From an optimization exercise on the open Yosys and OpenROAD flow, aimed at small area; shortcuts taken in it are not production practice.
In this exercise RTL edits were held to simulation tests only and were not proved equivalent to the original.

## mac_unit_Parallel_128_clk
module mac_unit_Parallel_128_clk
#(
    parameter DATA_WIDTH    = 8,
    parameter VEC_LENGTH    = 16,
	parameter ACC_WIDTH     = DATA_WIDTH + 16,
	parameter RESULT_WIDTH  = 2*DATA_WIDTH
) (
	input  logic                             clk,
	input  logic                             reset,
	input  logic                             mul_en,
	input  logic                             acc_en,
	input  logic                             load_accum,
	input  logic [VEC_LENGTH*DATA_WIDTH-1:0] act,
	input  logic [VEC_LENGTH*DATA_WIDTH-1:0] w_in,
	input  logic signed [ACC_WIDTH-1:0]      accum_prev,
	output logic signed [RESULT_WIDTH-1:0]   result
);
	logic [127:0] a_r;
	logic a_zero, q_zero;
	logic [19:0] q0;
	logic [19:0] q1;
	logic [19:0] t_r;
	logic [23:0] acc_r;
	wire p1;
	wire p2;
	wire p3;
	wire p4;
	wire p5;
	wire p6;
	wire p7;
	wire p8;
	wire p9;
	wire p10;
	wire p11;
	wire p12;
	wire p13;
	wire p14;
	wire p15;
	wire p16;
	wire p17;
	wire p18;
	wire p19;
	wire p20;
	wire p21;
	wire p22;
	wire p23;
	wire p24;
	wire p25;
	wire p26;
	wire p27;
	wire p28;
	wire p29;
	wire p30;
	wire p31;
	wire p32;
	wire p33;
	wire p34;
	wire p35;
	wire p36;
	wire p37;
	wire p38;
	wire p39;
	wire p40;
	wire p41;
	wire p42;
	wire p43;
	wire p44;
	wire p45;
	wire p46;
	wire p47;
	wire p48;
	wire p49;
	wire p50;
	wire p51;
	wire p52;
	wire p53;
	wire p54;
	wire p55;
	wire p56;
	wire p57;
	wire p58;
	wire p59;
	wire p60;
	wire p61;
	wire p62;
	wire p63;
	wire p64;
	wire p65;
	wire p66;
	wire p67;
	wire p68;
	wire p69;
	wire p70;
	wire p71;
	wire p72;
	wire p73;
	wire p74;
	wire p75;
	wire p76;
	wire p77;
	wire p78;
	wire p79;
	wire p80;
	wire p81;
	wire p82;
	wire p83;
	wire p84;
	wire p85;
	wire p86;
	wire p87;
	wire p88;
	wire p89;
	wire p90;
	wire p91;
	wire p92;
	wire p93;
	wire p94;
	wire p95;
	wire p96;
	wire p97;
	wire p98;
	wire p99;
	wire p100;
	wire p101;
	wire p102;
	wire p103;
	wire p104;
	wire p105;
	wire p106;
	wire p107;
	wire p108;
	wire p109;
	wire p110;
	wire p111;
	wire p112;
	wire p113;
	wire p114;
	wire p115;
	wire p116;
	wire p117;
	wire p118;
	wire p119;
	wire p120;
	wire p121;
	wire p122;
	wire p123;
	wire p124;
	wire p125;
  ...
clock: 8.0 ns
lec_check: 0
cap_margin: 20
core_margin: 2
core_utilization: 40
slew_margin: 20
synth_hierarchical: 1
synth_minimum_keep_size: 0
run.sh (not shown) runs the stock make flow with config.mk's settings and CLKGATE_MAP_FILE= SYNTH_SCRIPT=/design/flow/synth_recipe.tcl, a recipe that flattens the netlist after the stock synthesis.
The starting point completed with no timing, DRC or antenna violations.
==> next run, changes <==
==> flow/flow/run.sh (new file) <==
#!/bin/bash
# Standard ORFS layout (the standard.sh, standard synthesis unchanged), with one
# change: the port buffers that global placement inserts on every input and output
# are the smallest buffer cell instead of the default delay buffer.
set -euo pipefail
export BUFFER_PORTS_ARGS="-buffer_cell sky130_fd_sc_hd__buf_1"
bash standard.sh > standard.log 2>&1
==> flow/standard.sh (new file) <==
#!/bin/bash
# synth_recipe.tcl (not shown) runs the flow's synth.tcl, then flattens the netlist and writes it again
# the make line also repeats each setting of config.mk as NAME=value (left out here)
make -C /OpenROAD-flow-scripts/flow DESIGN_CONFIG=/design/flow/config.mk WORK_HOME=/design/flow/orfs CLKGATE_MAP_FILE= SYNTH_SCRIPT=/design/flow/synth_recipe.tcl "${@:-finish}"
- CTS_BUF_LIST: unset -> sky130_fd_sc_hd__clkbuf_4 sky130_fd_sc_hd__clkbuf_8
- GPL_TIMING_DRIVEN: unset -> 0
removed: flow/run.sh
After rerunning: The changed run finished with timing, DRC and antenna clean. Critical path depth is unchanged. Hold slack loses 0.0033 ns. Synthesized area does not change. Count of clock-buffer cells in the layout rises by 13.
==> next run, changes <==
- CTS_BUF_LIST: sky130_fd_sc_hd__clkbuf_4 sky130_fd_sc_hd__clkbuf_8 -> unset
- GPL_TIMING_DRIVEN: 0 -> unset
Outcome: Worst setup slack is better by 0.17 ns; utilization is higher by 0.41 points; cell count is lower by 1.5%.


== try-lagoon ==
mac_unit_Parallel_128_clk, a different RTL version from the one above (not shown whole).
For scale: roughly 3000 cells after synthesis, ~300 I/O pins.
## mac_unit_Parallel_128_clk
module mac_unit_Parallel_128_clk
#(
    parameter DATA_WIDTH    = 8,
    parameter VEC_LENGTH    = 16,
	parameter ACC_WIDTH     = DATA_WIDTH + 16,
	parameter RESULT_WIDTH  = 2*DATA_WIDTH
) (
	input  logic                             clk,
	input  logic                             reset,
	input  logic                             mul_en,
	input  logic                             acc_en,
	input  logic                             load_accum,
	input  logic [VEC_LENGTH*DATA_WIDTH-1:0] act,
	input  logic [VEC_LENGTH*DATA_WIDTH-1:0] w_in,
	input  logic signed [ACC_WIDTH-1:0]      accum_prev,
	output logic signed [RESULT_WIDTH-1:0]   result
);
	logic [127:0] a_r;
	logic a_zero, q_zero, t_zero;
	logic [19:0] q0;
	logic [19:0] q1;
	logic [19:0] t_r;
	logic [23:0] acc_r;
	wire bo1;
	wire bt2;
	wire p3;
	wire pn4;
	wire p5;
	wire p6;
	wire p7;
	wire p8;
	wire p9;
	wire p10;
	wire p11;
	wire p12;
	wire bo13;
	wire bt14;
	wire p15;
	wire pn16;
	wire p17;
	wire p18;
	wire p19;
	wire p20;
	wire p21;
	wire p22;
	wire p23;
	wire p24;
	wire bo25;
	wire bt26;
	wire p27;
	wire pn28;
	wire p29;
	wire p30;
	wire p31;
	wire p32;
	wire p33;
	wire p34;
	wire p35;
	wire p36;
	wire bo37;
	wire bt38;
	wire p39;
	wire pn40;
	wire p41;
	wire p42;
	wire p43;
	wire p44;
	wire p45;
	wire p46;
	wire p47;
	wire p48;
	wire bo49;
	wire bt50;
	wire p51;
	wire pn52;
	wire p53;
	wire p54;
	wire p55;
	wire p56;
	wire p57;
	wire p58;
	wire p59;
	wire p60;
	wire bo61;
	wire bt62;
	wire p63;
	wire pn64;
	wire p65;
	wire p66;
	wire p67;
  ...
clock: 8.0 ns
lec_check: 0
abc_area: 1
cap_margin: 20
core_margin: 2
core_utilization: 70
cts_buf_list: sky130_fd_sc_hd__clkbuf_4 sky130_fd_sc_hd__clkbuf_8
gpl_timing_driven: 0
setup_slack_margin: 0.15
slew_margin: 20
synth_hierarchical: 1
synth_minimum_keep_size: 0
standard.sh (not shown) runs the stock make flow with config.mk's settings and CLKGATE_MAP_FILE= SYNTH_SCRIPT=/design/flow/synth_recipe.tcl, a recipe that flattens the netlist after the stock synthesis.
==> flow/flow/run.sh <==
#!/bin/bash
set -euo pipefail
export BUFFER_PORTS_ARGS="-buffer_cell sky130_fd_sc_hd__buf_1"
export REMOVE_ABC_BUFFERS=1
export CTS_ARGS="-sink_clustering_enable -repair_clock_nets -dont_use_dummy_load -sink_clustering_size 16 -sink_clustering_max_diameter 100 -buf_list {sky130_fd_sc_hd__clkbuf_4 sky130_fd_sc_hd__clkbuf_8}"

rm -rf myscripts
cp -r "$FLOW_HOME/scripts" myscripts
cp flow/abc_area.script myscripts/abc_area.script
sed "s|^make -C |make SCRIPTS_DIR=$PWD/myscripts -C |" standard.sh > synth_custom.sh
bash synth_custom.sh synth > synth.log 2>&1
bash standard.sh > standard.log 2>&1
==> flow/flow/abc_area.script <==
strash
dch -f
amap
topo
For try-xenon, these inputs were changed with respect to try-lagoon:
# try-lagoon
export LEC_CHECK = 0
export ABC_AREA = 1
export CAP_MARGIN = 20
export CORE_MARGIN = 2
export CORE_UTILIZATION = 70
export CTS_BUF_LIST = sky130_fd_sc_hd__clkbuf_4 sky130_fd_sc_hd__clkbuf_8
export GPL_TIMING_DRIVEN = 0
export SETUP_SLACK_MARGIN = 0.15
export SLEW_MARGIN = 20
export SYNTH_HIERARCHICAL = 1
export SYNTH_MINIMUM_KEEP_SIZE = 0
create_clock -name core_clock -period 8.0 [get_ports {clk}]
# try-xenon
export LEC_CHECK = 0
export ABC_AREA = 1
export CAP_MARGIN = 20
export CORE_MARGIN = 2
export CORE_UTILIZATION = 60
export CTS_BUF_LIST = sky130_fd_sc_hd__clkbuf_4 sky130_fd_sc_hd__clkbuf_8
export GPL_TIMING_DRIVEN = 0
export SETUP_SLACK_MARGIN = 0.15
export SLEW_MARGIN = 20
export SYNTH_HIERARCHICAL = 1
export SYNTH_MINIMUM_KEEP_SIZE = 0
create_clock -name core_clock -period 8.0 [get_ports {clk}]
--- outcome ---
- try-xenon: no failed stages, no open violations at the end
- try-lagoon: full flow OK, the timing, design-rule and antenna checks passed
- Between try-lagoon and try-xenon, critical path data arrival time increased.
- Changes observed in try-xenon relative to try-lagoon: worst-case clock skew went up, sequential cell count did not really move, final cell count went up.
Setup changes, try-xenon to try-harbor
-- flow/flow/run.sh --
<<< try-xenon, line 5
export CTS_ARGS="-sink_clustering_enable -repair_clock_nets -dont_use_dummy_load -sink_clustering_size 16 -sink_clustering_max_diameter 100 -buf_list {sky130_fd_sc_hd__clkbuf_4 sky130_fd_sc_hd__clkbuf_8}"
>>> try-harbor, line 5
export CTS_ARGS="-sink_clustering_enable -repair_clock_nets -dont_use_dummy_load -sink_clustering_size 12 -sink_clustering_max_diameter 80 -buf_list {sky130_fd_sc_hd__clkbuf_4 sky130_fd_sc_hd__clkbuf_8}"
==> notes.md <==
- Looking at try-xenon and try-harbor, the overall track demand over capacity in global routing is a wash.
- In terms of number of fill cells in the layout, try-harbor and try-xenon differ only marginally.
- Between try-xenon and try-harbor, the post-route cell area figures differ only marginally.
- On via count, try-xenon tracks try-harbor almost exactly.


== branch pepper ==
mac_unit_Parallel_128_clk, a different RTL version from the one above (not shown whole).
Size: roughly 3400 cells after synthesis, ~300 I/O pins.
## mac_unit_Parallel_128_clk
module mac_unit_Parallel_128_clk
#(
    parameter DATA_WIDTH    = 8,
    parameter VEC_LENGTH    = 16,
	parameter ACC_WIDTH     = DATA_WIDTH + 16,
	parameter RESULT_WIDTH  = 2*DATA_WIDTH
) (
	input  logic                             clk,
	input  logic                             reset,
	input  logic                             mul_en,
	input  logic                             acc_en,
	input  logic                             load_accum,
	input  logic [VEC_LENGTH*DATA_WIDTH-1:0] act,
	input  logic [VEC_LENGTH*DATA_WIDTH-1:0] w_in,
	input  logic signed [ACC_WIDTH-1:0]      accum_prev,
	output logic signed [RESULT_WIDTH-1:0]   result
);
export LEC_CHECK = 0
export ABC_AREA = 1
export CAP_MARGIN = 20
export CORE_MARGIN = 2
export CORE_UTILIZATION = 40
export CTS_BUF_LIST = sky130_fd_sc_hd__clkbuf_4 sky130_fd_sc_hd__clkbuf_8
export GPL_TIMING_DRIVEN = 0
export SETUP_SLACK_MARGIN = 0.15
export SLEW_MARGIN = 20
export SYNTH_HIERARCHICAL = 1
export SYNTH_MINIMUM_KEEP_SIZE = 0
create_clock -name core_clock -period 8.0 [get_ports {clk}]
==> flow/flow/run.sh <==
#!/bin/bash
# Standard ORFS layout (the standard.sh, standard synthesis unchanged), with these
# changes to how the layout is made:
#  - the port buffers that global placement puts on every input and output are the
#    smallest buffer cell instead of the default delay buffer;
#  - the buffers ABC put in during synthesis are removed at floorplan (the resizer
#    puts back what timing and slew need);
#  - clock tree synthesis adds no dummy loads.
set -euo pipefail
export BUFFER_PORTS_ARGS="-buffer_cell sky130_fd_sc_hd__buf_1"
export REMOVE_ABC_BUFFERS=1
export CTS_ARGS="-sink_clustering_enable -repair_clock_nets -dont_use_dummy_load -buf_list {sky130_fd_sc_hd__clkbuf_4 sky130_fd_sc_hd__clkbuf_8}"
bash standard.sh > standard.log 2>&1
Input-level comparison between branch lagoon and branch pepper:
Settings: changing CORE_UTILIZATION from 40 to 60.
--- a/flow/flow/run.sh
+++ b/flow/flow/run.sh
@@ -6,8 +6,8 @@
 #  - the buffers ABC put in during synthesis are removed at floorplan (the resizer
 #    puts back what timing and slew need);
-#  - clock tree synthesis adds no dummy loads.
+#  - clock tree synthesis adds no dummy loads and clusters up to 16 sinks per buffer.
 set -euo pipefail
 export BUFFER_PORTS_ARGS="-buffer_cell sky130_fd_sc_hd__buf_1"
 export REMOVE_ABC_BUFFERS=1
-export CTS_ARGS="-sink_clustering_enable -repair_clock_nets -dont_use_dummy_load -buf_list {sky130_fd_sc_hd__clkbuf_4 sky130_fd_sc_hd__clkbuf_8}"
+export CTS_ARGS="-sink_clustering_enable -repair_clock_nets -dont_use_dummy_load -sink_clustering_size 16 -sink_clustering_max_diameter 100 -buf_list {sky130_fd_sc_hd__clkbuf_4 sky130_fd_sc_hd__clkbuf_8}"
 bash standard.sh > standard.log 2>&1
## What came out
In summary, branch lagoon completed successfully, with a layout that passed the timing, design-rule and antenna checks. Between branch lagoon and branch pepper, the global-route total usage across every layer is lower for branch pepper. The fraction of registers with async set or reset after synthesis of branch lagoon and that of branch pepper are within noise of each other. Comparing branch lagoon and branch pepper, post-route standard cell area excluding fillers is higher on branch pepper.


mac_unit_Parallel_128_clk, a different RTL version from the one above (not shown whole).
Size in the first run: roughly 3100 cells after synthesis, ~300 I/O pins.
==> flow/config.mk <==
export PLATFORM = sky130hd
export DESIGN_NAME = mac_unit_Parallel_128_clk
export DESIGN_NICKNAME = mac_unit_Parallel_128_clk
export VERILOG_FILES = /design/flow/design.v
export SDC_FILE = /design/flow/constraint.sdc
export NUM_CORES = 4
export LEC_CHECK = 0
export ABC_AREA = 1
export CAP_MARGIN = 20
export CORE_MARGIN = 2
export CORE_UTILIZATION = 60
export CTS_BUF_LIST = sky130_fd_sc_hd__clkbuf_4 sky130_fd_sc_hd__clkbuf_8
export GPL_TIMING_DRIVEN = 0
export SETUP_SLACK_MARGIN = 0.15
export SLEW_MARGIN = 20
export SYNTH_HIERARCHICAL = 1
export SYNTH_MINIMUM_KEEP_SIZE = 0
==> flow/constraint.sdc <==
create_clock -name core_clock -period 8.0 [get_ports {clk}]
set_input_delay 1.6000 -clock core_clock [delete_from_list [all_inputs] [get_ports {clk}]]
set_output_delay 1.6000 -clock core_clock [all_outputs]
set_load 0.01 [all_outputs]
==> flow/flow/run.sh <==
#!/bin/bash
set -euo pipefail
export BUFFER_PORTS_ARGS="-buffer_cell sky130_fd_sc_hd__buf_1"
export REMOVE_ABC_BUFFERS=1
export CTS_ARGS="-sink_clustering_enable -repair_clock_nets -dont_use_dummy_load -sink_clustering_size 12 -sink_clustering_max_diameter 80 -buf_list {sky130_fd_sc_hd__clkbuf_4 sky130_fd_sc_hd__clkbuf_8}"

rm -rf myscripts
cp -r "$FLOW_HOME/scripts" myscripts
cp flow/abc_area.script myscripts/abc_area.script
sed "s|^make -C |make SCRIPTS_DIR=$PWD/myscripts -C |" standard.sh > synth_custom.sh
bash synth_custom.sh synth > synth.log 2>&1
bash standard.sh > standard.log 2>&1
Scripts as last shown in full above: flow/flow/abc_area.script
The first run finished with timing, DRC and antenna clean.
Next try:
--- a/flow/flow/run.sh
+++ b/flow/flow/run.sh
@@ -3,5 +3,5 @@
 export BUFFER_PORTS_ARGS="-buffer_cell sky130_fd_sc_hd__buf_1"
 export REMOVE_ABC_BUFFERS=1
-export CTS_ARGS="-sink_clustering_enable -repair_clock_nets -dont_use_dummy_load -sink_clustering_size 12 -sink_clustering_max_diameter 80 -buf_list {sky130_fd_sc_hd__clkbuf_4 sky130_fd_sc_hd__clkbuf_8}"
+export CTS_ARGS="-sink_clustering_enable -repair_clock_nets -dont_use_dummy_load -sink_clustering_size 16 -sink_clustering_max_diameter 100 -buf_list {sky130_fd_sc_hd__clkbuf_4 sky130_fd_sc_hd__clkbuf_8}"
 
 rm -rf myscripts
The changed run produced a clean layout; via count drops by 1.4%; worst hold slack improved by 0.0089 ns; area after synthesis is unchanged; final cell count is about the same; clock-buffer cell count drops by 4; worst setup slack got worse by 0.093 ns; wire length drops by 0.59%; global-route usage hardly moves.

==> re-timing with driven ports <==
In the flow no input, the clock included, has a driving cell. The finished layouts below were timed again as built, in two steps.
Step 1 sets driving cells, clkbuf_16 on the clock port and buf_2 on the other inputs (assumed; they add their load-dependent delay and slew).
Step 2 also shifts input and output timing later by t, the mid clock arrival at the registers, as if the neighbouring blocks saw the same clock.
a / b / c = ideal ports / drivers / drivers and shift; a / b = the first two.
run	shift t [ns]	setup WS [ns]	worst hold slack (ns)	pins driven straight from the clock port
the first run of note 1	0.662	0.188 / 0.205 / -0.457	0.414 / 0.414 / 0.414	1
the second run of note 1	0.720	0.465 / 0.445 / -0.275	0.411 / 0.411 / 0.411	1
the third run of note 1	0.691	0.632 / 0.664 / -0.027	0.411 / 0.411 / 0.411	1
try-lagoon	0.651	0.511 / 0.543 / -0.108	0.429 / 0.429 / 0.429	1
try-xenon	0.647	0.430 / 0.467 / -0.179	0.435 / 0.435 / 0.435	1
try-harbor	0.670	0.460 / 0.497 / -0.173	0.433 / 0.433 / 0.433	1
branch pepper	0.674	0.699 / 0.699 / 0.273	0.451 / 0.451 / 0.451	1
branch lagoon	0.645	0.593 / 0.593 / 0.367	0.454 / 0.454 / 0.454	1
the first run of note 4	0.669	0.504 / 0.537 / -0.132	0.423 / 0.423 / 0.423	1
the second run of note 4	0.647	0.411 / 0.440 / -0.207	0.432 / 0.432 / 0.432	1
With both steps, setup timing fails in 8 of these runs, where it was met with ideal ports. The setup slack of the second run of note 1, which loses most, moves by -0.020 ns with the drivers and by -0.740 ns with both steps.
